Background: an optimization exercise with open tools, aiming at small area. Do not read the settings as production practice. In this exercise RTL edits were held to simulation tests only and were not proved equivalent to the original. Power figures rest on the tool's default switching activity, not on a simulated workload.

==> flow/design.v (outline; a module is shown in full before it is edited, if it fits) <==
// module buft32: 5 lines
// module count32: 39 lines
// module cnt32_reg_inst: 41 lines
// module ro_reg_inst: 28 lines
// module rw_reg_inst: 48 lines
// module err_wc_reg_inst: 48 lines
// module reg_smt_con: 1273 lines
module reg_smt_con #
                  (
                  parameter    A_WTH              =     24                    ,
                  parameter    D_WTH              =     32                    ,
                  parameter    MAX_DDR_NUM        =     4                     ,
                  parameter    DDR_NUM            =     4                     ,
                  parameter    REG_MMU_CONNECT_ID =     12'h001                
                  )
                 (
                 input                           clk_sys                     ,
                 input                           rst                         ,
                 input wire [31:0]               tx2ddr_cfifo_stat           ,
                 input wire [31:0]               tx2ddr_dfifo_stat           ,
                 input wire [31:0]               kernel2ddr_cfifo_stat       ,
                 input wire [31:0]               kernel2ddr_dfifo_stat       ,
                 input wire [31:0]               ddr_cfifo_stat              ,
                 input wire [31:0]               ddr_dfifo_stat              ,
                 input wire [31:0]               sel_cfifo_stat              ,
                 input wire [55:0]               fifo_state                  ,
                 input wire [32*MAX_DDR_NUM-1:0] reg_cont_rd_sta             ,
                 input wire [32*MAX_DDR_NUM-1:0] reg_cont_rd_err             ,
                 input wire [3:0]                axi4_s2m_rsp_ok_cnt_en      ,               
                 input wire [3:0]                axi4_s2m_rsp_exok_cnt_en    ,               
                 input wire [3:0]                axi4_s2m_rsp_slverr_cnt_en  ,               
                 input wire [3:0]                axi4_s2m_rsp_decerr_cnt_en  ,               
                 input wire [3:0]                tx2ddr_cfifo_cnt_en         ,               
                 input wire [3:0]                tx2ddr_dfifo_eop_cnt_en     ,               
                 input wire [3:0]                kernel2ddr_cfifo_cnt_en     ,               
                 input wire [3:0]                kernel2ddr_dfifo_eop_cnt_en ,               
                 input wire [3:0]                ddr2tx_bvalid_cnt_en        ,               
                 input wire [3:0]                ddr2kernel_bvalid_cnt_en    ,               
                 input wire [3:0]                pkt_fifo_rdata_sop_cnt_en   ,
                 input wire [MAX_DDR_NUM-1:0]    reg_cont_rcmd_en            , 
                 input wire [MAX_DDR_NUM-1:0]    reg_cont_rpkt_en            ,
                 input wire                      reg_axi4_sl_tran_cnt_en     , 
                 input wire                      reg_axi4_sl_frm_cnt_en      , 
                 input wire                      reg_axi4_sl_wr_cnt_en       , 
                 input wire [7:0]                reg_axi4_sl_fsm_state       , 
  // ...
==> flow/run.sh <==
#!/bin/bash
# synth_recipe.tcl (not shown) runs the flow's synth.tcl, then flattens the netlist and writes it again
# the make line also repeats each setting of config.mk as NAME=value (left out here)
make -C /OpenROAD-flow-scripts/flow DESIGN_CONFIG=/design/flow/config.mk WORK_HOME=/design/flow/orfs CLKGATE_MAP_FILE= SYNTH_SCRIPT=/design/flow/synth_recipe.tcl finish
==> flow/config.mk <==
export PLATFORM = sky130hd
export DESIGN_NAME = reg_smt_con
export DESIGN_NICKNAME = reg_smt_con
export VERILOG_FILES = /design/flow/design.v
export SDC_FILE = /design/flow/constraint.sdc
export NUM_CORES = 4
export LEC_CHECK = 0
export CAP_MARGIN = 20
export CORE_MARGIN = 2
export CORE_UTILIZATION = 40
export PLACE_DENSITY = 0.6
export SLEW_MARGIN = 20
==> flow/constraint.sdc <==
create_clock -name core_clock -period 5.0 [get_ports {clk_sys}]
set_input_delay 1.0000 -clock core_clock [delete_from_list [all_inputs] [get_ports {clk_sys}]]
set_output_delay 1.0000 -clock core_clock [all_outputs]
set_load 0.01 [all_outputs]
==> flow_summary.json, run 1 <==
{
  "path_buf_inv": 4,
  "clock_latency_ns": 0.82,
  "critPathLaunchType": "input pin",
  "p_per_area_mw_per_mm2": 297,
  "layout_commonest_cell": "dfrtp_1",
  "status": "finished clean",
  "core_sq_mm": 0.156,
  "regToRegStartpoint": "ddr2tx_bvalid_en2.u_count32.d_l[0]",
  "synth_compound_area_share_pct": 13.6,
  "intPower_w": 0.0172,
  "die_area_sq_mm": 0.161,
  "placed_cell_area_sq_mm": 0.0727,
  "vdd.ir_drop.worst_uv": 359,
  "gr-total-overflow": 0,
  "p_seq_w": 0.0104,
  "grt_busiest_layer": "met2",
  "wl_met2_mm": 138,
  "synth-main-ff-cell": "dfrtp_1",
  "largestPowerGroup": "clock",
  "power_combinational_w": 0.00171,
  "grt_max_degree": 143,
  "vias": 57500,
  "ctsHoldBuffers": 0,
  "hpwl_mm": 260,
  "slew_viol_final": 0,
  "cp-end-kind": "register",
  "finalSetupTns_ns": 0,
  "hold_viol": 0,
  "r2r_setup_slack_ns": 2.16,
  "post_cts_buffers": 0,
  "layout.nets": 7980,
  "min_delay_worst_endpoint": "inst_reg_bd1_sta_err.err_reg[21]",
  "synth_xor_area_share_pct": 8.83,
  "cts_max_path_buffers": 3,
  "crit_end": "cpu_data_out_cnt_pf[4]",
  "drc_errors": 0,
  "syn_avg_cell_area_sq_um": 9.70,
  "critPathArrivalTime_ns": 4.66,
  "multiInputGateArea_sq_mm": 0.0303,
  "finalCriticalPeriod_ns": 3.96
}
==> run 2: changes to the inputs <==
==> flow/design.v (replaced) <==
`resetall
`timescale    1ns/100ps
module buft32 (q, d);
input  [31:0]   d;       
output [31:0]   q;       
assign q = d;
endmodule
`resetall
`timescale     1ns/100ps     
module count32 (
                a_clr,      
                s_clr,      
                clk,        
                en,         
                d           
                );
parameter               UDLY   = 1;
input          a_clr;
input          s_clr;
input          clk;
input          en;
output [31:0]  d;
reg    [7:0]   d_h;        
reg    [7:0]   d_l;        
reg            d_l_max;    
assign  d = {16'h0000, d_h, d_l};
always @( posedge clk or posedge a_clr )
    if (a_clr == 1'b1)
        d_l <= 8'h00;
    else if (s_clr)
        d_l <= 8'h00;
    else if (en)
        d_l <= d_l + 8'd1;
always @( posedge clk or posedge a_clr )
    if (a_clr == 1'b1)
        d_l_max <= 1'b0;
    else if (s_clr)
        d_l_max <= 1'b0;
    else if (en)
        d_l_max <= (d_l == 8'hfe);
always @( posedge clk or posedge a_clr )
    if (a_clr == 1'b1)
        d_h <= 8'h00;
    else if (s_clr)
        d_h <= 8'h00;
    else if (en & d_l_max)
        d_h <= d_h + 8'd1;
endmodule
module  cnt32_reg_inst
    (
    clks,
    reset,
    cpu_data_out,
    cpu_addr,
    its_addr,
    cnt_reg_inc,
    cnt_reg_clr
    );
localparam      UDLY         = 1;
parameter       ADDR_WIDTH   = 13;
input                       clks;
input                       reset;
output  [31:0]              cpu_data_out;
input   [(ADDR_WIDTH-1):0]  cpu_addr;
input   [(ADDR_WIDTH-1):0]  its_addr;
input                       cnt_reg_inc;
input                       cnt_reg_clr;
wire                        clks;
wire                        reset;
wire    [(ADDR_WIDTH-1):0]  cpu_addr;
wire    [(ADDR_WIDTH-1):0]  its_addr;
wire                        cnt_reg_inc;
wire                        cnt_reg_clr;
wire    [31:0]              dout;
wire    [31:0]              cpu_data_out;
count32  u_count32
    (
    .a_clr      ( reset         ),
    .s_clr      ( cnt_reg_clr   ),
    .clk        ( clks          ),
    .en         ( cnt_reg_inc   ),
    .d          ( dout          )
    );
buft32 u0_buft32
    (
    .q          ( cpu_data_out  ),
    .d          ( dout[31:0]    )
    );
endmodule
module  ro_reg_inst
    (
    cpu_data_out,
    cpu_addr,
    its_addr,
    din
    );
parameter       VLD_WIDTH   = 32;
parameter       ADDR_WIDTH  = 13;
localparam      UDLY        = 1;
output  [31:0]              cpu_data_out;
input   [(ADDR_WIDTH-1):0]  cpu_addr;
input   [(ADDR_WIDTH-1):0]  its_addr;
input   [(VLD_WIDTH-1):0]   din;
wire    [(ADDR_WIDTH-1):0]  cpu_addr;
wire    [(ADDR_WIDTH-1):0]  its_addr;
wire    [(VLD_WIDTH-1):0]   din;
wire                        addr_hit;
wire    [31:0]              cpu_data_out;
wire    [32:0]              temp_data;
assign  addr_hit    = (cpu_addr == its_addr) ? 1'b1 : 1'b0;
assign  temp_data   = { {(33-VLD_WIDTH){1'b0}},din };
buft32 u_buft32
    (
    .q      ( cpu_data_out      ),
    .d      ( temp_data[31:0]   )
    );
endmodule
module  rw_reg_inst
    (
    clks,
    reset,
    cpu_data_in,
    cpu_data_out,
    cpu_addr,
    cpu_wr,
    its_addr,
    dout
    );
parameter       VLD_WIDTH   = 32;
parameter       ADDR_WIDTH  = 13;
parameter       INIT_DATA   = 16'd0;
localparam      UDLY        = 1;
input                       clks;
input                       reset;
input   [31:0]              cpu_data_in;
output  [31:0]              cpu_data_out;
input   [(ADDR_WIDTH-1):0]  cpu_addr;
input                       cpu_wr;
input   [(ADDR_WIDTH-1):0]  its_addr;
output  [(VLD_WIDTH-1):0]   dout;
wire                        clks;
wire                        reset;
wire    [31:0]              cpu_data_in;
wire    [(ADDR_WIDTH-1):0]  cpu_addr;
wire                        cpu_wr;
wire    [(ADDR_WIDTH-1):0]  its_addr;
wire                        addr_hit;
reg     [(VLD_WIDTH-1):0]   rw_reg;
wire    [31:0]              cpu_data_out;
wire    [(VLD_WIDTH-1):0]   dout;
wire    [32:0]              temp_data;
assign  addr_hit    = (cpu_addr == its_addr) ? 1'b1 : 1'b0;
always @ ( posedge clks or posedge reset )
    if( reset == 1'b1 )
        rw_reg  <= INIT_DATA;
    else if( cpu_wr & addr_hit )
        rw_reg  <= cpu_data_in[(VLD_WIDTH-1):0];
assign  temp_data   = { {(33-VLD_WIDTH){1'b0}},rw_reg };
buft32 u_buft32
    (
    .q      ( cpu_data_out      ),
    .d      ( temp_data[31:0]   )
    );
assign  dout    = rw_reg;
endmodule
module  err_wc_reg_inst
    (
    clk,
    reset,
    cpu_data_out,
    cpu_data_in,
    cpu_addr,
    cpu_wr,
    its_addr,
    err_flag_in
    );
parameter       VLD_WIDTH   = 32;
parameter       ADDR_WIDTH  = 13;
localparam      UDLY        = 1;
input                       clk;
input                       reset;
output  [31:0]              cpu_data_out;
input   [31:0]              cpu_data_in;
input   [(ADDR_WIDTH-1):0]  cpu_addr;
input                       cpu_wr;
input   [(ADDR_WIDTH-1):0]  its_addr;
input   [(VLD_WIDTH-1):0]   err_flag_in;
wire                        clk;
wire                        reset;
wire    [31:0]              cpu_data_out;
wire    [31:0]              cpu_data_in;
wire    [(ADDR_WIDTH-1):0]  cpu_addr;
wire                        cpu_wr;
wire    [(ADDR_WIDTH-1):0]  its_addr;
wire    [(VLD_WIDTH-1):0]   err_flag_in;
wire                        addr_hit;
reg     [(VLD_WIDTH-1):0]   err_reg;
wire    [32:0]              temp_data;
assign  addr_hit    = (cpu_addr == its_addr) ? 1'b1 : 1'b0;
always @ ( posedge clk or posedge reset )
    if( reset == 1'b1 )
        err_reg     <= {VLD_WIDTH{1'b0}};
    else if((cpu_wr == 1'b1 ) & (addr_hit == 1'b1))
        err_reg     <= ((~cpu_data_in) & err_reg) | err_flag_in;
    else
        err_reg     <= err_reg | err_flag_in;
assign  temp_data   = { {(33-VLD_WIDTH){1'b0}},err_reg };
buft32 u_buft32
    (
    .q      ( cpu_data_out      ),
    .d      ( temp_data[31:0]   )
    );
endmodule
`resetall
`timescale 1ns / 100ps
module reg_smt_con #
                  (
                  parameter    A_WTH              =     24                    ,
                  parameter    D_WTH              =     32                    ,
                  parameter    MAX_DDR_NUM        =     4                     ,
                  parameter    DDR_NUM            =     4                     ,
                  parameter    REG_MMU_CONNECT_ID =     12'h001
                  )
                 (
                 input                           clk_sys                     ,
                 input                           rst                         ,
                 input wire [31:0]               tx2ddr_cfifo_stat           ,
                 input wire [31:0]               tx2ddr_dfifo_stat           ,
                 input wire [31:0]               kernel2ddr_cfifo_stat       ,
                 input wire [31:0]               kernel2ddr_dfifo_stat       ,
                 input wire [31:0]               ddr_cfifo_stat              ,
                 input wire [31:0]               ddr_dfifo_stat              ,
                 input wire [31:0]               sel_cfifo_stat              ,
                 input wire [55:0]               fifo_state                  ,
                 input wire [32*MAX_DDR_NUM-1:0] reg_cont_rd_sta             ,
                 input wire [32*MAX_DDR_NUM-1:0] reg_cont_rd_err             ,
                 input wire [3:0]                axi4_s2m_rsp_ok_cnt_en      ,
                 input wire [3:0]                axi4_s2m_rsp_exok_cnt_en    ,
                 input wire [3:0]                axi4_s2m_rsp_slverr_cnt_en  ,
                 input wire [3:0]                axi4_s2m_rsp_decerr_cnt_en  ,
                 input wire [3:0]                tx2ddr_cfifo_cnt_en         ,
                 input wire [3:0]                tx2ddr_dfifo_eop_cnt_en     ,
                 input wire [3:0]                kernel2ddr_cfifo_cnt_en     ,
                 input wire [3:0]                kernel2ddr_dfifo_eop_cnt_en ,
                 input wire [3:0]                ddr2tx_bvalid_cnt_en        ,
                 input wire [3:0]                ddr2kernel_bvalid_cnt_en    ,
                 input wire [3:0]                pkt_fifo_rdata_sop_cnt_en   ,
                 input wire [MAX_DDR_NUM-1:0]    reg_cont_rcmd_en            ,
                 input wire [MAX_DDR_NUM-1:0]    reg_cont_rpkt_en            ,
                 input wire                      reg_axi4_sl_tran_cnt_en     ,
                 input wire                      reg_axi4_sl_frm_cnt_en      ,
                 input wire                      reg_axi4_sl_wr_cnt_en       ,
                 input wire [7:0]                reg_axi4_sl_fsm_state       ,
                 input                            cnt_reg_clr                 ,
                 input        [A_WTH -1:0]        cpu_addr                    ,
                 input        [D_WTH -1:0]        cpu_data_in                 ,
                 output  reg  [D_WTH -1:0]        cpu_data_out_pf             ,
                 input                            cpu_rd                      ,
                 input                            cpu_wr
                 );
wire [6:0] a = cpu_addr[6:0];
reg  [31:0] cfg;
always @(posedge clk_sys or posedge rst)
    if (rst)
        cfg <= 32'h0000_0180;
    else if (cpu_wr && cpu_addr == {REG_MMU_CONNECT_ID, 12'h000})
        cfg <= cpu_data_in;
wire        err_wr = cpu_wr && cpu_addr[23:2] == {REG_MMU_CONNECT_ID, 3'd0, 7'h20};
reg  [31:0] err [0:3];
genvar k;
generate
for (k = 0; k < 4; k = k + 1) begin : g_err
    wire hit = err_wr && cpu_addr[1:0] == k;
    always @(posedge clk_sys)
        if (rst)
            err[k] <= 32'd0;
        else
            err[k] <= (hit ? (~cpu_data_in & err[k]) : err[k]) | reg_cont_rd_err[32*k+31:32*k];
end
endgenerate
wire [54:0] ev = {reg_axi4_sl_wr_cnt_en, reg_axi4_sl_frm_cnt_en, reg_axi4_sl_tran_cnt_en,
                  reg_cont_rpkt_en, reg_cont_rcmd_en, pkt_fifo_rdata_sop_cnt_en,
                  ddr2kernel_bvalid_cnt_en, ddr2tx_bvalid_cnt_en,
                  kernel2ddr_dfifo_eop_cnt_en, kernel2ddr_cfifo_cnt_en,
                  tx2ddr_dfifo_eop_cnt_en, tx2ddr_cfifo_cnt_en,
                  axi4_s2m_rsp_decerr_cnt_en, axi4_s2m_rsp_slverr_cnt_en,
                  axi4_s2m_rsp_exok_cnt_en, axi4_s2m_rsp_ok_cnt_en};
wire        clr = cnt_reg_clr | rst;
wire [15:0] cnt_rd [0:54];
genvar i, b;
generate
for (i = 0; i < 55; i = i + 1) begin : g_cnt
    reg  [15:0] q;
    wire [16:0] t;
    assign t[0] = ev[i];
    for (b = 0; b < 16; b = b + 1) begin : g_t
        assign t[b+1] = t[b] & q[b];
    end
    always @(posedge clk_sys)
        if (clr)
            q <= 16'd0;
        else
            q <= q ^ t[15:0];
    assign cnt_rd[i] = (a == i) ? q : 16'd0;
end
endgenerate
wire [31:0] sts [0:10];
assign sts[0]  = {2'b0, fifo_state[27:14], 2'b0, fifo_state[13:0]};
assign sts[1]  = {2'b0, fifo_state[55:42], 2'b0, fifo_state[41:28]};
assign sts[2]  = tx2ddr_cfifo_stat;
assign sts[3]  = tx2ddr_dfifo_stat;
assign sts[4]  = kernel2ddr_cfifo_stat;
assign sts[5]  = kernel2ddr_dfifo_stat;
assign sts[6]  = ddr_cfifo_stat;
assign sts[7]  = ddr_dfifo_stat;
assign sts[8]  = sel_cfifo_stat;
assign sts[9]  = {24'b0, reg_axi4_sl_fsm_state};
assign sts[10] = reg_cont_rd_sta[31:0];
reg  [31:0] cfg_pf, err_pf, sts_pf;
reg  [15:0] cnt_pf;
reg  [15:0] cnt_mux;
reg  [31:0] sts_mux, err_mux;
integer n;
always @* begin
    cnt_mux = 16'd0;
    for (n = 0; n < 55; n = n + 1)
        cnt_mux = cnt_mux | cnt_rd[n];
    sts_mux = 32'd0;
    for (n = 0; n < 11; n = n + 1)
        if (a == n)
            sts_mux = sts_mux | sts[n];
    err_mux = 32'd0;
    for (n = 0; n < 4; n = n + 1)
        if (a == n)
            err_mux = err_mux | err[n];
end
always @(posedge clk_sys) begin
    if (rst) begin
        cfg_pf <= 32'd0;
        err_pf <= 32'd0;
        sts_pf <= 32'd0;
        cnt_pf <= 16'd0;
    end else begin
        cfg_pf <= (a == 7'd0) ? cfg : 32'd0;
        err_pf <= err_mux;
        sts_pf <= sts_mux;
        cnt_pf <= cnt_mux;
    end
end
always @(posedge clk_sys or posedge rst)
    if (rst)
        cpu_data_out_pf <= 32'd0;
    else
        case (cpu_addr[9:7])
            3'd0:    cpu_data_out_pf <= cfg_pf;
            3'd1:    cpu_data_out_pf <= err_pf;
            3'd2:    cpu_data_out_pf <= sts_pf;
            3'd3:    cpu_data_out_pf <= {16'd0, cnt_pf};
            default: cpu_data_out_pf <= 32'd0;
        endcase
endmodule
==> flow/flow/run.sh (new file) <==
#!/bin/bash
# Own layout flow: the standard flow (standard synthesis unchanged) with
# smaller port buffers and a clock tree without dummy loads.
set -euo pipefail
cd "$(dirname "$0")/.."
CTS="-sink_clustering_enable -repair_clock_nets -dont_use_dummy_load -buf_list {sky130_fd_sc_hd__clkbuf_4 sky130_fd_sc_hd__clkbuf_8}"
bash standard.sh synth > synth.log 2>&1
bash standard.sh "BUFFER_PORTS_ARGS=-buffer_cell sky130_fd_sc_hd__buf_1" "CTS_ARGS=$CTS" finish > layout.log 2>&1
==> flow/standard.sh (new file) <==
#!/bin/bash
# synth_recipe.tcl (not shown) runs the flow's synth.tcl, then flattens the netlist and writes it again
# the make line also repeats each setting of config.mk as NAME=value (left out here)
make -C /OpenROAD-flow-scripts/flow DESIGN_CONFIG=/design/flow/config.mk WORK_HOME=/design/flow/orfs CLKGATE_MAP_FILE= SYNTH_SCRIPT=/design/flow/synth_recipe.tcl "${@:-finish}"
==> flow/config.mk (replaced) <==
export PLATFORM = sky130hd
export DESIGN_NAME = reg_smt_con
export DESIGN_NICKNAME = reg_smt_con
export VERILOG_FILES = /design/flow/design.v
export SDC_FILE = /design/flow/constraint.sdc
export NUM_CORES = 4
export LEC_CHECK = 0
export CAP_MARGIN = 20
export CORE_MARGIN = 2
export CORE_UTILIZATION = 55
export PLACE_DENSITY = 0.7
export SLEW_MARGIN = 20
removed: flow/run.sh
==> flow_summary.json, run 2 <==
{
  "p_leak_nw": 28.3,
  "core_sq_mm": 0.0952,
  "synth-main-ff-cell": "dfxtp_1",
  "synth_warnings": 2,
  "cts_max_path_buffers": 3,
  "grt_busiest_layer": "met2",
  "io_buffers": 594,
  "syn_inst": 4954,
  "path_clk_slew_ns": 0.06,
  "cp_cell_sequence": "ha_1 > ha_1 > ha_1 > ha_1 > ha_1 > ha_1 > ha_1 > ha_1 > ha_1 > ha_1 > ha_1 > ha_1 > ha_1 > ha_1 > ha_1 > xnor2_1 > nor2_1",
  "worst_hold_startpoint": "reg_cont_rd_err[16]",
  "largest_reg_flops": 880,
  "cp-end-kind": "register",
  "r2r_setup_slack_ns": 0.99,
  "die_y_um": 314,
  "fin_crit_sh_pct": 80.2,
  "critPathArrivalTime_ns": 4.75,
  "max_freq_ghz": 0.249,
  "rr_endpoint": "g_cnt[32].q[15]",
  "critPathLaunchType": "register",
  "drt_iter0_markers": 5566,
  "finalSetupTns_ns": 0,
  "tightest_slew_ns": 1.30,
  "grt_use_met3_pct": 11.2,
  "synth_seq_cells": 1184,
  "syn_area_sq_mm": 0.0529,
  "seq_area_frac_synth_pct": 45.4,
  "slew_viol_final": 0,
  "ctsHoldBuffers": 0,
  "synth_area_leaders": "dfxtp_1 (42%), ha_1 (20%), and2_1 (9.9%)",
  "grt_util_met2_pct": 66.5,
  "drv_cap": 0,
  "area_growth_pct": 13.9,
  "gp_congestion": 1.09,
  "ant_nets": 0,
  "cp.required_ns": 5.74,
  "viasPerCell": 6.17,
  "n_fill_cell": 8012,
  "regToRegStartpoint": "g_cnt[32].q[0]",
  "setup_viol": 0,
  "antenna_found_initial": 34,
  "rsz0062_at_grt": "no",
  "maxSlewHeadroom_pct": 12.9,
  "clock_latency_ns": 0.89,
  "critical-path-max-stage-delay_ns": 0.43,
  "cts_resized": 0,
  "grt_pass1_wl_mm": 304,
  "drc_errors": 0,
  "layout_commonest_cell": "dfxtp_1",
  "cts_tree": "yes",
  "synth_top_area_cell": "dfxtp_1",
  "hpwl_mm": 172,
  "status": "finished clean",
  "cts.sinks": 1184,
  "die_w_um": 314,
  "synth_fp_nets": 6439,
  "drt-pass1-iter-count": 7,
  "critical_path_class": "register to register",
  "clock_skew_ns": 0.0544,
  "synth_most_common_cell": "dfxtp_1",
  "layout.nets": 7157,
  "min_delay_worst_endpoint": "err[0][16]",
  "rows": 113,
  "io_pins": 692,
  "finalCriticalPeriod_ns": 4.01,
  "cp_max_fo": 2,
  "synth.top_cell.area_share_pct": 42.4,
  "synth_async_sr_flop_share_pct": 5.41,
  "grt_pass1_vias": 41500,
  "ys_top_cells_by_count": "dfxtp_1 (1120), and2_1 (836), ha_1 (825), a22oi_1 (487), nor2_1 (274)",
  "grt.total_usage_pct": 44.5,
  "wire_per_inst_um": 32.3,
  "rr_worst_depth": 17,
  "p_per_area_mw_per_mm2": 290,
  "initial_utilization_pct": 55.6,
  "gr-total-overflow": 0,
  "post_cts_buffers": 0,
  "die_area_sq_mm": 0.0986,
  "hold_path_depth": 3,
  "root_buffer": "clkbuf_8",
  "hold_viol": 0,
  "vias": 43000,
  "vdd.ir_drop.worst_uv": 272,
  "fin_util_pct": 63.3,
  "grt_max_degree": 179,
  "synth-edff-count": 0,
  "grt_use_met1_pct": 49.9,
  "wl_mm": 225,
  "critPathMostFrequentCell": "ha_1",
  "syn_avg_cell_area_sq_um": 10.7,
  "mostFrequentLayoutCells": "dfxtp_1 (1120), and2_1 (835), ha_1 (825), buf_1 (584), a22oi_1 (487)",
  "slowest_stage": "ha_1",
  "synth_cell_type_count": 75,
  "hold_class": "input pin to register",
  "cts_buffers": 191,
  "drive_gt1_share_pct": 9.88,
  "htreeDepth": 4
}
## run 2: where the power goes
group	internal [W]	leakage [nW]	total [W]	switching (W)
logic	0.000278	17.0	0.000931	0.000652
registers	0.00956	9.96	0.00963	0.0000723
clock network	0.00335	1.37	0.00690	0.00355
## run 2: cells by family after synthesis
| kind of cell | after synthesis | synth area share [%] |
|---|---|---|
| compound gates | 898 | 11.9 |
| xor+xnor | 55 | 0.911 |
| fa+ha+maj | 825 | 19.5 |
| buf+inv | 299 | 2.52 |
| flops | 1184 | 45.4 |
| mux | 120 | 3.01 |
| simple gates | 1573 | 16.7 |
## run 2: final cells by class
class / instances / area, sq um / share of cell area (%)
clock buffer: 191 / 2630 / 4.36
timing repair buffer: 820 / 4280 / 7.10
sequential: 1184 / 24000 / 39.9
inverter: 4 / 17.5 / 0.0291
tap: 1265 / 1580 / 2.63
multi-input combinational: 3471 / 27600 / 45.9
antenna: 30 / 75.1 / 0.125
## run 2: how the worst max path moves through the flow
stage / cells after the start / slack, ns / end / start
after floorplan: 16 / 1.11 / g_cnt[48].q[14] / reg_cont_rpkt_en[0]
after global placement: 17 / 0.39 / g_cnt[8].q[14] / axi4_s2m_rsp_slverr_cnt_en[0]
after detailed placement: 18 / 0.39 / g_cnt[8].q[15] / axi4_s2m_rsp_slverr_cnt_en[0]
after CTS: 17 / 1.13 / g_cnt[25].q[15] / g_cnt[25].q[0]
after global routing: 17 / 0.86 / g_cnt[32].q[15] / g_cnt[32].q[0]
final: 17 / 0.99 / g_cnt[32].q[15] / g_cnt[32].q[0]
## run 2: per-layer routing
metal / vias to the layer above / routed length (um)
met5: - / 68
met4: 10 / 28400
met3: 867 / 21100
met2: 2581 / 95100
met1: 20400 / 80000
li1: 19100 / -
## run 2: per-stage QoR
| step | hold slack, ns | cells | cell area, sq um | worst slack [ns] | total power (W) |
|---|---|---|---|---|---|
| 6_report | 0.322 | 6965 | 60200 | 0.989 | 0.0175 |
| 5_1_grt | 0.326 | 6949 | 60200 | 0.857 | 0.0179 |
| 4_1_cts | 0.285 | 6934 | 60100 | 1.13 | 0.0175 |
| 3_5_place_dp | 0.456 | 6743 | 57500 | 0.390 | 0.0107 |
| 3_3_place_gp | 0.451 | 6743 | 57500 | 0.393 | 0.0107 |
| 2_1_floorplan | 0.441 | 4954 | 52900 | 1.11 | 0.0102 |
## run 2: critical path: cells and delay by family, from the launching register on
kind | cells | cell delay [ns]
xor+xnor | 1 | 0.14
fa+ha+maj | 15 | 3.36
flops | 1 | 0.32
simple gates | 1 | 0.05
==> run 3: changes to the inputs <==
==> flow/run.sh (new file) <==
#!/bin/bash
# synth_recipe.tcl (not shown) runs the flow's synth.tcl, then flattens the netlist and writes it again
# the make line also repeats each setting of config.mk as NAME=value (left out here)
make -C /OpenROAD-flow-scripts/flow DESIGN_CONFIG=/design/flow/config.mk WORK_HOME=/design/flow/orfs CLKGATE_MAP_FILE= SYNTH_SCRIPT=/design/flow/synth_recipe.tcl finish
--- a/flow/config.mk
+++ b/flow/config.mk
@@ -8,5 +8,5 @@
 export CAP_MARGIN = 20
 export CORE_MARGIN = 2
-export CORE_UTILIZATION = 55
-export PLACE_DENSITY = 0.7
+export CORE_UTILIZATION = 40
+export PLACE_DENSITY = 0.6
 export SLEW_MARGIN = 20
removed: flow/flow/run.sh
removed: flow/standard.sh
==> flow_summary.json, run 3 <==
{
  "drc_errors": 0,
  "p_leak_nw": 30.7,
  "cp-end-kind": "register",
  "syn_inst": 4954,
  "finalCriticalPeriod_ns": 4.47,
  "cts.sinks": 1184,
  "critPathArrivalTime_ns": 5.15,
  "die_w_um": 368,
  "grt.total_usage_pct": 36.3,
  "io_pins": 692,
  "initial_utilization_pct": 40.3,
  "worst_slack_ns": 0.530,
  "fin_crit_sh_pct": 89.4,
  "grt_pass1_vias": 40900,
  "layout.nets": 7107,
  "viasPerCell": 5.66,
  "area_growth_pct": 25.3,
  "synth_cell_type_count": 75,
  "placed_cell_area_sq_mm": 0.0618,
  "stdcell_count": 7497,
  "grt_max_degree": 200,
  "rsz0062_at_grt": "no",
  "area.sequential_sq_mm": 0.0240,
  "gp_congestion": 1.01,
  "cts_buffers": 133,
  "synth_seq_cells": 1184,
  "synth_warnings": 2,
  "syn_avg_cell_area_sq_um": 10.7,
  "finalSetupTns_ns": 0,
  "synth-main-ff-cell": "dfxtp_1",
  "wl_mm": 252,
  "drt-pass1-iter-count": 8,
  "mostFrequentLayoutCells": "dfxtp_1 (1120), and2_1 (835), ha_1 (825), clkdlybuf4s50_1 (585), a22oi_1 (487)",
  "cp.required_ns": 5.68,
  "slew_viol_final": 0,
  "n_fill_cell": 11900,
  "design_area_sq_mm": 0.0663,
  "vdd.ir_drop.worst_uv": 316,
  "max_freq_ghz": 0.224,
  "post_cts_buffers": 0,
  "htreeDepth": 4,
  "critical_path_class": "input pin to register",
  "path_clk_slew_ns": 0.06,
  "core_sq_mm": 0.131,
  "synth_area_leaders": "dfxtp_1 (42%), ha_1 (20%), and2_1 (9.9%)",
  "synth-edff-count": 0,
  "die_area_sq_mm": 0.135,
  "cts_tree": "yes",
  "p_per_area_mw_per_mm2": 314,
  "tightest_slew_ns": 1.15,
  "clock_latency_ns": 0.79,
  "seq_area_frac_synth_pct": 45.4,
  "rows": 133,
  "critPathLaunchType": "input pin",
  "synth_most_common_cell": "dfxtp_1",
  "hpwl_mm": 196,
  "drive_gt1_share_pct": 10.1,
  "largest_reg_flops": 880,
  "p_total_w": 0.0208,
  "hold_viol": 0,
  "syn_area_sq_mm": 0.0529,
  "synth.top_cell.area_share_pct": 42.4,
  "die_y_um": 368,
  "ant_nets": 0,
  "synth_fp_nets": 6439,
  "setup_viol": 0,
  "synth_top_area_cell": "dfxtp_1",
  "maxSlewHeadroom_pct": 23.5,
  "dp.cells": 7241,
  "synth_async_sr_flop_share_pct": 5.41,
  "ys_top_cells_by_count": "dfxtp_1 (1120), and2_1 (836), ha_1 (825), a22oi_1 (487), nor2_1 (274)",
  "multiInputGateArea_sq_mm": 0.0276,
  "ctsHoldBuffers": 0,
  "root_buffer": "clkbuf_16",
  "drv_cap": 0,
  "drt_iter0_markers": 4800,
  "io_buffers": 594,
  "cts_resized": 0,
  "vias": 42400,
  "wire_per_inst_um": 33.7,
  "status": "finished clean",
  "layout_commonest_cell": "dfxtp_1",
  "gr-total-overflow": 0,
  "grt_pass1_wl_mm": 336,
  "dp_slack_ns": 0.0399,
  "cts_max_path_buffers": 3,
  "cp_max_fo": 1,
  "hold_class": "register to register",
  "clock_skew_ns": 0.0355,
  "antenna_found_initial": 36
}
## run 3: cell counts after synthesis
Identical to the previous run, type by type.
## run 3: cell type report
type	instances	share of cell area, %
flip-flops and latches	1184	36.3
well taps	1755	3.31
repair buffers	828	12.0
diodes	20	0.0755
clock inverters	35	0.629
multi-input cells	3471	41.7
clock buffers	200	5.95
inverters	4	0.0264
## run 3: report_power, final
| part | internal, W | switching, W | leakage (nW) | total, W |
|---|---|---|---|---|
| clock network | 0.00577 | 0.00415 | 2.14 | 0.00992 |
| registers | 0.00955 | 0.0000771 | 9.96 | 0.00963 |
| logic | 0.000559 | 0.000700 | 18.6 | 0.00126 |
| total | 0.0159 | 0.00493 | 30.7 | 0.0208 |
## run 3: final timing paths
kind                                          from                  end  slack [ns]  cells past startpoint
max reg2reg                         g_cnt[32].q[0]      g_cnt[32].q[14]        0.87                     16
min                                     err_pf[17]  cpu_data_out_pf[17]        0.47                      2
max in group asynchronous                      rst              cfg[27]        3.76                      3
min reg2reg                             err_pf[17]  cpu_data_out_pf[17]        0.47                      2
max                        ddr2tx_bvalid_cnt_en[0]      g_cnt[32].q[14]        0.53                     17
min in group asynchronous                      rst               cfg[2]        0.50                      2
## run 3: logic make-up (layout without fill, tap and decap cells)
family | count (synthesis) | count (layout) | synth area share (%)
compound gates | 898 | 898 | 11.9
simple gates | 1573 | 1573 | 16.7
flops | 1184 | 1184 | 45.4
xor+xnor | 55 | 55 | 0.911
buf+inv | 299 | 1067 | 2.52
fa+ha+maj | 825 | 825 | 19.5
other cells | 0 | 20 | 0
mux | 120 | 120 | 3.01
## run 3: per-stage QoR
stage          utilization (%)  hold WS, ns
3_5_place_dp              47.1        0.458
3_3_place_gp              47.1        0.455
2_1_floorplan                -        0.441
4_1_cts                   50.4        0.473
6_report                  50.5        0.471
5_1_grt                   50.4        0.494
## run 3: worst max-delay path, stage by stage
cell and delay (ns):
clkdlybuf4s50_1 0.42, ha_1 0.20, ha_1 0.18, ha_1 0.21, ha_1 0.20, ha_1 0.18
ha_1 0.20, ha_1 0.21, ha_1 0.45, ha_1 0.33, ha_1 0.19, ha_1 0.22
ha_1 0.20, ha_1 0.31, ha_1 0.24, ha_1 0.26, and2_1 0.13
## run 3: metal layers
metal | GRT usage, % | share of wire [%]
met5 | 0 | 0.073
met4 | 30.1 | 9.4
met3 | 7.74 | 8.1
met2 | 56.6 | 44
met1 | 42.8 | 38
==> module reg_smt_con, before the edit <==
module reg_smt_con #
                  (
                  parameter    A_WTH              =     24                    ,
                  parameter    D_WTH              =     32                    ,
                  parameter    MAX_DDR_NUM        =     4                     ,
                  parameter    DDR_NUM            =     4                     ,
                  parameter    REG_MMU_CONNECT_ID =     12'h001
                  )
                 (
                 input                           clk_sys                     ,
                 input                           rst                         ,
                 input wire [31:0]               tx2ddr_cfifo_stat           ,
                 input wire [31:0]               tx2ddr_dfifo_stat           ,
                 input wire [31:0]               kernel2ddr_cfifo_stat       ,
                 input wire [31:0]               kernel2ddr_dfifo_stat       ,
                 input wire [31:0]               ddr_cfifo_stat              ,
                 input wire [31:0]               ddr_dfifo_stat              ,
                 input wire [31:0]               sel_cfifo_stat              ,
                 input wire [55:0]               fifo_state                  ,
                 input wire [32*MAX_DDR_NUM-1:0] reg_cont_rd_sta             ,
                 input wire [32*MAX_DDR_NUM-1:0] reg_cont_rd_err             ,
                 input wire [3:0]                axi4_s2m_rsp_ok_cnt_en      ,
                 input wire [3:0]                axi4_s2m_rsp_exok_cnt_en    ,
                 input wire [3:0]                axi4_s2m_rsp_slverr_cnt_en  ,
                 input wire [3:0]                axi4_s2m_rsp_decerr_cnt_en  ,
                 input wire [3:0]                tx2ddr_cfifo_cnt_en         ,
                 input wire [3:0]                tx2ddr_dfifo_eop_cnt_en     ,
                 input wire [3:0]                kernel2ddr_cfifo_cnt_en     ,
                 input wire [3:0]                kernel2ddr_dfifo_eop_cnt_en ,
                 input wire [3:0]                ddr2tx_bvalid_cnt_en        ,
                 input wire [3:0]                ddr2kernel_bvalid_cnt_en    ,
                 input wire [3:0]                pkt_fifo_rdata_sop_cnt_en   ,
                 input wire [MAX_DDR_NUM-1:0]    reg_cont_rcmd_en            ,
                 input wire [MAX_DDR_NUM-1:0]    reg_cont_rpkt_en            ,
                 input wire                      reg_axi4_sl_tran_cnt_en     ,
                 input wire                      reg_axi4_sl_frm_cnt_en      ,
                 input wire                      reg_axi4_sl_wr_cnt_en       ,
                 input wire [7:0]                reg_axi4_sl_fsm_state       ,
                 input                            cnt_reg_clr                 ,
                 input        [A_WTH -1:0]        cpu_addr                    ,
                 input        [D_WTH -1:0]        cpu_data_in                 ,
                 output  reg  [D_WTH -1:0]        cpu_data_out_pf             ,
                 input                            cpu_rd                      ,
                 input                            cpu_wr
                 );
wire [6:0] a = cpu_addr[6:0];
reg  [31:0] cfg;
always @(posedge clk_sys or posedge rst)
    if (rst)
        cfg <= 32'h0000_0180;
    else if (cpu_wr && cpu_addr == {REG_MMU_CONNECT_ID, 12'h000})
        cfg <= cpu_data_in;
wire        err_wr = cpu_wr && cpu_addr[23:2] == {REG_MMU_CONNECT_ID, 3'd0, 7'h20};
reg  [31:0] err [0:3];
genvar k;
generate
for (k = 0; k < 4; k = k + 1) begin : g_err
    wire hit = err_wr && cpu_addr[1:0] == k;
    always @(posedge clk_sys)
        if (rst)
            err[k] <= 32'd0;
        else
            err[k] <= (hit ? (~cpu_data_in & err[k]) : err[k]) | reg_cont_rd_err[32*k+31:32*k];
end
endgenerate
wire [54:0] ev = {reg_axi4_sl_wr_cnt_en, reg_axi4_sl_frm_cnt_en, reg_axi4_sl_tran_cnt_en,
                  reg_cont_rpkt_en, reg_cont_rcmd_en, pkt_fifo_rdata_sop_cnt_en,
                  ddr2kernel_bvalid_cnt_en, ddr2tx_bvalid_cnt_en,
                  kernel2ddr_dfifo_eop_cnt_en, kernel2ddr_cfifo_cnt_en,
                  tx2ddr_dfifo_eop_cnt_en, tx2ddr_cfifo_cnt_en,
                  axi4_s2m_rsp_decerr_cnt_en, axi4_s2m_rsp_slverr_cnt_en,
                  axi4_s2m_rsp_exok_cnt_en, axi4_s2m_rsp_ok_cnt_en};
wire        clr = cnt_reg_clr | rst;
wire [15:0] cnt_rd [0:54];
genvar i, b;
generate
for (i = 0; i < 55; i = i + 1) begin : g_cnt
    reg  [15:0] q;
    wire [16:0] t;
    assign t[0] = ev[i];
    for (b = 0; b < 16; b = b + 1) begin : g_t
        assign t[b+1] = t[b] & q[b];
    end
    always @(posedge clk_sys)
        if (clr)
            q <= 16'd0;
        else
            q <= q ^ t[15:0];
    assign cnt_rd[i] = (a == i) ? q : 16'd0;
end
endgenerate
wire [31:0] sts [0:10];
assign sts[0]  = {2'b0, fifo_state[27:14], 2'b0, fifo_state[13:0]};
assign sts[1]  = {2'b0, fifo_state[55:42], 2'b0, fifo_state[41:28]};
assign sts[2]  = tx2ddr_cfifo_stat;
assign sts[3]  = tx2ddr_dfifo_stat;
assign sts[4]  = kernel2ddr_cfifo_stat;
assign sts[5]  = kernel2ddr_dfifo_stat;
assign sts[6]  = ddr_cfifo_stat;
assign sts[7]  = ddr_dfifo_stat;
assign sts[8]  = sel_cfifo_stat;
assign sts[9]  = {24'b0, reg_axi4_sl_fsm_state};
assign sts[10] = reg_cont_rd_sta[31:0];
reg  [31:0] cfg_pf, err_pf, sts_pf;
reg  [15:0] cnt_pf;
reg  [15:0] cnt_mux;
reg  [31:0] sts_mux, err_mux;
integer n;
always @* begin
    cnt_mux = 16'd0;
    for (n = 0; n < 55; n = n + 1)
        cnt_mux = cnt_mux | cnt_rd[n];
    sts_mux = 32'd0;
    for (n = 0; n < 11; n = n + 1)
        if (a == n)
            sts_mux = sts_mux | sts[n];
    err_mux = 32'd0;
    for (n = 0; n < 4; n = n + 1)
        if (a == n)
            err_mux = err_mux | err[n];
end
always @(posedge clk_sys) begin
    if (rst) begin
        cfg_pf <= 32'd0;
        err_pf <= 32'd0;
        sts_pf <= 32'd0;
        cnt_pf <= 16'd0;
    end else begin
        cfg_pf <= (a == 7'd0) ? cfg : 32'd0;
        err_pf <= err_mux;
        sts_pf <= sts_mux;
        cnt_pf <= cnt_mux;
    end
end
always @(posedge clk_sys or posedge rst)
    if (rst)
        cpu_data_out_pf <= 32'd0;
    else
        case (cpu_addr[9:7])
            3'd0:    cpu_data_out_pf <= cfg_pf;
            3'd1:    cpu_data_out_pf <= err_pf;
            3'd2:    cpu_data_out_pf <= sts_pf;
            3'd3:    cpu_data_out_pf <= {16'd0, cnt_pf};
            default: cpu_data_out_pf <= 32'd0;
        endcase
endmodule
==> run 4: changes to the inputs <==
--- a/flow/design.v
+++ b/flow/design.v
@@ -291,16 +291,20 @@
 generate
 for (i = 0; i < 55; i = i + 1) begin : g_cnt
-    reg  [15:0] q;
-    wire [16:0] t;
-    assign t[0] = ev[i];
-    for (b = 0; b < 16; b = b + 1) begin : g_t
-        assign t[b+1] = t[b] & q[b];
+    reg  [15:0] s;
+    wire [16:0] c;     
+    wire [15:0] d;
+    assign c[0] = ev[i];
+    for (b = 0; b < 16; b = b + 1) begin : g_b
+        if (b % 2 == 0) begin : g_even
+            assign c[b+1] = ~(s[b] & c[b]);
+            assign d[b]   = (s[b] | c[b]) & c[b+1] & ~clr;
+        end else begin : g_odd
+            assign c[b+1] = ~(s[b] | c[b]);
+            assign d[b]   = (s[b] & c[b]) | c[b+1] | clr;
+        end
     end
     always @(posedge clk_sys)
-        if (clr)
-            q <= 16'd0;
-        else
-            q <= q ^ t[15:0];
-    assign cnt_rd[i] = (a == i) ? q : 16'd0;
+        s <= d;
+    assign cnt_rd[i] = s ^ 16'haaaa;
 end
 endgenerate
@@ -317,4 +321,5 @@
 assign sts[9]  = {24'b0, reg_axi4_sl_fsm_state};
 assign sts[10] = reg_cont_rd_sta[31:0];
+wire        nr = ~rst;
 reg  [31:0] cfg_pf, err_pf, sts_pf;
 reg  [15:0] cnt_pf;
@@ -325,26 +330,17 @@
     cnt_mux = 16'd0;
     for (n = 0; n < 55; n = n + 1)
-        cnt_mux = cnt_mux | cnt_rd[n];
+        cnt_mux = cnt_mux | ({16{nr && a == n}} & cnt_rd[n]);
     sts_mux = 32'd0;
     for (n = 0; n < 11; n = n + 1)
-        if (a == n)
-            sts_mux = sts_mux | sts[n];
+        sts_mux = sts_mux | ({32{nr && a == n}} & sts[n]);
     err_mux = 32'd0;
     for (n = 0; n < 4; n = n + 1)
-        if (a == n)
-            err_mux = err_mux | err[n];
+        err_mux = err_mux | ({32{nr && a == n}} & err[n]);
 end
 always @(posedge clk_sys) begin
-    if (rst) begin
-        cfg_pf <= 32'd0;
-        err_pf <= 32'd0;
-        sts_pf <= 32'd0;
-        cnt_pf <= 16'd0;
-    end else begin
-        cfg_pf <= (a == 7'd0) ? cfg : 32'd0;
-        err_pf <= err_mux;
-        sts_pf <= sts_mux;
-        cnt_pf <= cnt_mux;
-    end
+    cfg_pf <= {32{nr && a == 7'd0}} & cfg;
+    err_pf <= err_mux;
+    sts_pf <= sts_mux;
+    cnt_pf <= cnt_mux;
 end
 always @(posedge clk_sys or posedge rst)
==> flow/flow/run.sh (new file) <==
#!/bin/bash
# Own layout flow: the standard synthesis, then flow/remap.py re-maps the
# event counters' next-state logic (flip-flops untouched), then the standard flow's
# standard layout with buf_1 port buffers and a clock tree without dummy loads.
set -euo pipefail
cd "$(dirname "$0")/.."
R=orfs/results/sky130hd/reg_smt_con/base
CTS="-sink_clustering_enable -repair_clock_nets -dont_use_dummy_load -buf_list {sky130_fd_sc_hd__clkbuf_8} -sink_clustering_size 15 -sink_clustering_max_diameter 50"
bash standard.sh synth > synth.log 2>&1
cp $R/1_2_yosys.v $R/1_2_yosys_std.v
python3 flow/remap.py $R/1_2_yosys_std.v $R/1_2_yosys.v > remap.log 2>&1
rm -f $R/1_synth.odb $R/1_synth.sdc
bash standard.sh synth > synth_odb.log 2>&1
bash standard.sh "BUFFER_PORTS_ARGS=-buffer_cell sky130_fd_sc_hd__buf_1" "CTS_ARGS=$CTS" finish > layout.log 2>&1
==> flow/flow/remap.py (new file) <==
#!/usr/bin/env python3
"""Re-map the event counters' next-state logic in the synthesized netlist.

Usage: remap.py NETLIST_IN NETLIST_OUT

The RTL keeps each counter g_cnt[i].s with its odd bits inverted, so the carry
chain alternates polarity. Yosys/ABC map that chain to half adders plus an AND
per bit; here the logic feeding each counter flip-flop's D pin is removed and
replaced with, per bit pair:
  even bit b (true carry c in, stored true):
      c' = nand2(s, c)                 (inverted carry out)
      d  = o211a(s, c, c', ~clr)       = ~clr & (s ^ c)
  odd bit b (inverted carry nc in, stored inverted):
      c' = nor2(s, nc)                 (true carry out)
      d  = a211o(s, nc, c', clr)       = clr | ~(s ^ nc)
which is the same function as the RTL. Flip-flops keep their names and cells.
"""
import re
import sys

OUT_PINS = {"X", "Y", "Q", "Q_N", "SUM", "COUT", "HI", "LO"}
EV = (["axi4_s2m_rsp_ok_cnt_en", "axi4_s2m_rsp_exok_cnt_en", "axi4_s2m_rsp_slverr_cnt_en",
       "axi4_s2m_rsp_decerr_cnt_en", "tx2ddr_cfifo_cnt_en", "tx2ddr_dfifo_eop_cnt_en",
       "kernel2ddr_cfifo_cnt_en", "kernel2ddr_dfifo_eop_cnt_en", "ddr2tx_bvalid_cnt_en",
       "ddr2kernel_bvalid_cnt_en", "pkt_fifo_rdata_sop_cnt_en", "reg_cont_rcmd_en",
       "reg_cont_rpkt_en"])


def ev_net(i):
    if i < 52:
        return "%s[%d]" % (EV[i // 4], i % 4)
    return ["reg_axi4_sl_tran_cnt_en", "reg_axi4_sl_frm_cnt_en", "reg_axi4_sl_wr_cnt_en"][i - 52]


def norm(n):
    return n.strip()


def fmt(n):
    return n + " " if n.startswith("\\") else n


src = open(sys.argv[1]).read()
m = re.search(r"^module\s+reg_smt_con\b.*?;\n", src, re.S | re.M)
head_end = m.end()
end = src.rindex("endmodule")
body = src[head_end:end]

# split body into statements
stmts = []
cell_re = re.compile(r"^\s*(sky130_fd_sc_hd__\w+)\s+(\\\S+|\w+)\s*\((.*?)\);\s*$", re.S)
pin_re = re.compile(r"\.(\w+)\s*\(\s*(.*?)\s*\)\s*(?:,|$)", re.S)
cells = {}
order = []
other = []
for st in re.split(r"(?<=;)\n", body):
    if not st.strip():
        continue
    cm = cell_re.match(st)
    if cm:
        typ, name, pins = cm.group(1), cm.group(2), cm.group(3)
        pd = {}
        for pm in pin_re.finditer(pins.strip()):
            pd[pm.group(1)] = norm(pm.group(2))
        cells[name] = [typ, pd]
        order.append(name)
    else:
        other.append(st)

# output port nets must be kept
ports_out = set()
for st in other:
    mm = re.match(r"\s*output\s+(\[\d+:\d+\]\s*)?(\S+)\s*;", st)
    if mm:
        ports_out.add(mm.group(2))
assigns = [st for st in other if st.strip().startswith("assign")]
assign_nets = set()
for st in assigns:
    for tok in re.findall(r"\\\S+|[A-Za-z_][\w\[\]]*", st.replace("assign", "", 1)):
        assign_nets.add(tok)

# find counter flops
flop_re = re.compile(r"^\\g_cnt\[(\d+)\]\.s\[(\d+)\]\$_DFF_P_$")
flops = {}
for name, (typ, pd) in cells.items():
    fm = flop_re.match(name)
    if fm:
        flops[(int(fm.group(1)), int(fm.group(2)))] = name
assert len(flops) == 55 * 16, len(flops)

# disconnect D pins
for (i, b), name in flops.items():
    cells[name][1]["D"] = "cntd_%d_%d" % (i, b)

# dead logic removal
def loads_map():
    lm = {}
    for name, (typ, pd) in cells.items():
        for p, n in pd.items():
            if p not in OUT_PINS:
                lm[n] = lm.get(n, 0) + 1
    return lm

removed = 0
while True:
    lm = loads_map()
    dead = []
    for name, (typ, pd) in cells.items():
        if "__df" in typ:
            continue
        outs = [n for p, n in pd.items() if p in OUT_PINS]
        if outs and all(lm.get(n, 0) == 0 and n.split("[")[0] not in ports_out
                        and n not in assign_nets for n in outs):
            dead.append(name)
    if not dead:
        break
    for d in dead:
        del cells[d]
        order.remove(d)
    removed += len(dead)

# new logic
new_cells = []
new_wires = ["cnt_clr", "cnt_nclr"]
new_cells.append(("sky130_fd_sc_hd__or2_1", "cnt_clr_or", {"A": "cnt_reg_clr", "B": "rst", "X": "cnt_clr"}))
new_cells.append(("sky130_fd_sc_hd__nor2_1", "cnt_nclr_nor", {"A": "cnt_reg_clr", "B": "rst", "Y": "cnt_nclr"}))
for i in range(55):
    c = ev_net(i)
    for b in range(16):
        q = cells[flops[(i, b)]][1]["Q"]
        co = "cntc_%d_%d" % (i, b + 1)
        d = "cntd_%d_%d" % (i, b)
        new_wires += [co, d]
        if b % 2 == 0:
            new_cells.append(("sky130_fd_sc_hd__nand2_1", "cntg_%d_%d_c" % (i, b), {"A": q, "B": c, "Y": co}))
            new_cells.append(("sky130_fd_sc_hd__o211a_1", "cntg_%d_%d_d" % (i, b),
                              {"A1": q, "A2": c, "B1": co, "C1": "cnt_nclr", "X": d}))
        else:
            new_cells.append(("sky130_fd_sc_hd__nor2_1", "cntg_%d_%d_c" % (i, b), {"A": q, "B": c, "Y": co}))
            new_cells.append(("sky130_fd_sc_hd__a211o_1", "cntg_%d_%d_d" % (i, b),
                              {"A1": q, "A2": c, "B1": co, "C1": "cnt_clr", "X": d}))
        c = co

out = [src[:head_end]]
for w in new_wires:
    out.append("  wire %s;\n" % w)
for st in other:
    out.append(st + "\n")
for name in order:
    typ, pd = cells[name]
    out.append("  %s %s (\n%s\n  );\n" % (typ, fmt(name), ",\n".join("    .%s(%s)" % (p, fmt(n)) for p, n in pd.items())))
for typ, name, pd in new_cells:
    out.append("  %s %s (\n%s\n  );\n" % (typ, name, ",\n".join("    .%s(%s)" % (p, fmt(n)) for p, n in pd.items())))
out.append(src[end:])
open(sys.argv[2], "w").write("".join(out))
print("remap: removed %d cells, added %d" % (removed, len(new_cells)), file=sys.stderr)
==> flow/standard.sh (new file) <==
#!/bin/bash
# synth_recipe.tcl (not shown) runs the flow's synth.tcl, then flattens the netlist and writes it again
# the make line also repeats each setting of config.mk as NAME=value (left out here)
make -C /OpenROAD-flow-scripts/flow DESIGN_CONFIG=/design/flow/config.mk WORK_HOME=/design/flow/orfs CLKGATE_MAP_FILE= SYNTH_SCRIPT=/design/flow/synth_recipe.tcl "${@:-finish}"
--- a/flow/config.mk
+++ b/flow/config.mk
@@ -8,5 +8,5 @@
 export CAP_MARGIN = 20
 export CORE_MARGIN = 2
-export CORE_UTILIZATION = 40
-export PLACE_DENSITY = 0.6
+export CORE_UTILIZATION = 55
+export PLACE_DENSITY = 0.7
 export SLEW_MARGIN = 20
removed: flow/run.sh
==> flow_summary.json, run 4 <==
{
  "die_w_um": 300,
  "hpwl_mm": 167,
  "area.sequential_sq_mm": 0.0240,
  "grt_max_degree": 133,
  "setup_viol": 0,
  "power.clock.fraction_pct": 32.7,
  "io_buffers": 594,
  "max_freq_ghz": 0.236,
  "initial_utilization_pct": 55.5,
  "grt.total_usage_pct": 46.7,
  "critPathMostFrequentCell": "buf_4",
  "die_y_um": 300,
  "cp.required_ns": 5.76,
  "rsz0062_at_grt": "no",
  "largest_reg_flops": 880,
  "critical_path_class": "input pin to register",
  "critical-path-max-stage-delay_ns": 1.06,
  "drive_gt1_share_pct": 7.27,
  "p_leak_nw": 22.8,
  "cts_buffers": 113,
  "critPathLaunchType": "input pin",
  "hold_class": "input pin to register",
  "intPower_w": 0.0118,
  "post_cts_buffers": 0,
  "cts_max_path_buffers": 3,
  "multiInputGateArea_sq_mm": 0.0225,
  "core_sq_mm": 0.0866,
  "drt_iter0_markers": 6693,
  "maxSlewHeadroom_pct": 9.44,
  "cts_resized": 0,
  "stdcell_count": 6894,
  "drv_cap": 0,
  "min_delay_worst_endpoint": "err[0][7]",
  "antenna_found_initial": 41,
  "mostFrequentLayoutCells": "dfxtp_1 (1120), nand2_1 (647), buf_1 (586), nor2_1 (534), a211o_1 (441)",
  "p_total_w": 0.0157,
  "layout_commonest_cell": "dfxtp_1",
  "syn_avg_cell_area_sq_um": 9.64,
  "slowest_stage": "nor2b_2",
  "n_fill_cell": 7540,
  "r2r_setup_slack_ns": 1.30,
  "rr_endpoint": "g_cnt[4].s[15]",
  "cp-end-kind": "register",
  "io_pins": 692,
  "status": "finished clean",
  "wl_mm": 217,
  "clock_skew_ns": 0.116,
  "cts.sinks": 1184,
  "fin_crit_sh_pct": 84.6,
  "path_clk_slew_ns": 0.09,
  "drt-pass1-iter-count": 9,
  "cp_cell_sequence": "clkbuf_4 > buf_4 > nor2b_2 > nand3_1 > o22ai_1 > a221o_1 > nor3_1 > nand4_1 > buf_4",
  "p_per_area_mw_per_mm2": 289,
  "ant_nets": 0,
  "dp_slack_ns": 0.341,
  "placed_cell_area_sq_mm": 0.0527,
  "rr_worst_depth": 16,
  "htreeDepth": 3,
  "grt_pass1_wl_mm": 300,
  "dp.cells": 6752,
  "area_growth_pct": 13.1,
  "p_seq_share_pct": 61.2,
  "syn_inst": 4986,
  "swShare_pct": 24.8,
  "root_buffer": "clkbuf_8",
  "switchingPower_w": 0.00389,
  "path_buf_inv": 3,
  "synth_fp_nets": 5646,
  "critPathArrivalTime_ns": 4.99,
  "hold_viol": 0,
  "slew_viol_final": 0,
  "crit_family": "simple AND/OR/NAND/NOR gates",
  "fin_util_pct": 62.7,
  "design_area_sq_mm": 0.0543,
  "finalCriticalPeriod_ns": 4.23,
  "cp_max_fo": 28,
  "vias": 47300,
  "ctsHoldBuffers": 0,
  "tightest_slew_ns": 1.35,
  "rows": 108,
  "regToRegStartpoint": "g_cnt[4].s[0]",
  "worst_slack_ns": 0.770,
  "viasPerCell": 6.86,
  "layout.nets": 6372,
  "cts_tree": "yes",
  "grt_pass1_vias": 43000,
  "die_area_sq_mm": 0.0897,
  "drc_errors": 0,
  "gr-total-overflow": 0,
  "share_comb_of_total_power_pct": 6.1,
  "syn_area_sq_mm": 0.0480,
  "wire_per_inst_um": 31.5,
  "vdd.ir_drop.worst_uv": 244,
  "clock_latency_ns": 0.82,
  "hold_path_depth": 3,
  "worst_hold_startpoint": "reg_cont_rd_err[7]",
  "synth_warnings": 2,
  "gp_congestion": 1.02
}
[run 4: power groups by stage]
stage	combinational, W	clock, W	sequential [W]
3_3_place_gp	0.000898	0	0.00982
6_report	0.000960	0.00514	0.00961
2_1_floorplan	0.000376	0	0.00980
3_5_place_dp	0.000905	0	0.00982
5_1_grt	0.000983	0.00548	0.00962
4_1_cts	0.000909	0.00512	0.00960
[run 4: worst register-to-register path, delay by kind of cell (launching register included)]
kind	cells	cell delay, ns
DFF	1	0.37
and+or+nand+nor	15	2.86
AOI/OAI and AO/OA	1	0.31
[run 4: how the worst max path moves through the flow]
stage                     to   startpoint  slack, ns  depth (start not counted)
2_1_floorplan  g_cnt[0].s[0]          rst      -0.96                          2
3_3_place_gp       cnt_pf[5]          rst       0.41                         10
3_5_place_dp       cnt_pf[5]  cpu_addr[0]       0.34                         12
4_1_cts            cnt_pf[5]  cpu_addr[3]       1.16                         12
5_1_grt            cnt_pf[5]  cpu_addr[3]       0.96                         12
6_report           cnt_pf[5]  cpu_addr[0]       0.77                          9
[run 4: per-stage QoR]
stage	TNS [ns]	hold slack, ns
floorplan	-423.16	0.432
global placement	0	0.445
detailed placement	0	0.450
CTS	0	0.378
global route	0	0.386
finish	0	0.400
[run 4: routing by layer]
| layer | up-vias | wire (um) | track usage, % |
|---|---|---|---|
| met1 | 22800 | 77700 | 57.3 |
| met2 | 3356 | 91300 | 68.7 |
| met3 | 762 | 27700 | 13.2 |
| li1 | 20400 | - | - |
| met5 | - | 146 | 0 |
| met4 | 24 | 20600 | 37.3 |
[run 4: cell type report]
class                           count  share of cell area [%]
Sequential cell                  1184                    44.2
Antenna cell                       29                   0.134
Tap cell                         1155                    2.66
Clock buffer                      113                    2.86
Timing Repair Buffer              787                    7.19
Inverter                          215                    1.49
Multi-Input combinational cell   3411                    41.5

## re-timing with driven ports
No port has a modelled driver above. Below, the same layouts with a new extraction and two added sets of constraints. Step 1, drivers: a clkbuf_16 drives clk_sys and a buf_2 each remaining input, both assumed. Step 2 moves the port delays by t, midway between the first and last clock arrival at a register: inputs arrive t later, outputs are due t later. That takes back most of the time a late clock gives input paths. Slacks: ideal ports / drivers / drivers and shift; pairs: ideal ports / drivers.
run | shift t [ns] | slack for setup (ns) | worst register clock-pin slew, ns | worst slew at a driven data input, ns
run 1 | 0.893 | 1.039 / 1.102 / 0.210 | 0.08 / 0.08 | 0.37
run 2 | 0.941 | 0.989 / 0.989 / 0.175 | 0.06 / 0.06 | 0.22
run 3 | 0.857 | 0.530 / 0.588 / -0.268 | 0.07 / 0.07 | 0.29
run 4 | 0.842 | 0.770 / 0.815 / -0.027 | 0.10 / 0.10 | 0.26
With both steps, setup timing fails in run 3 and run 4, where it was met with ideal ports. The setup slack of run 1, which loses most, moves by +0.063 ns with the drivers and by -0.829 ns with both steps.
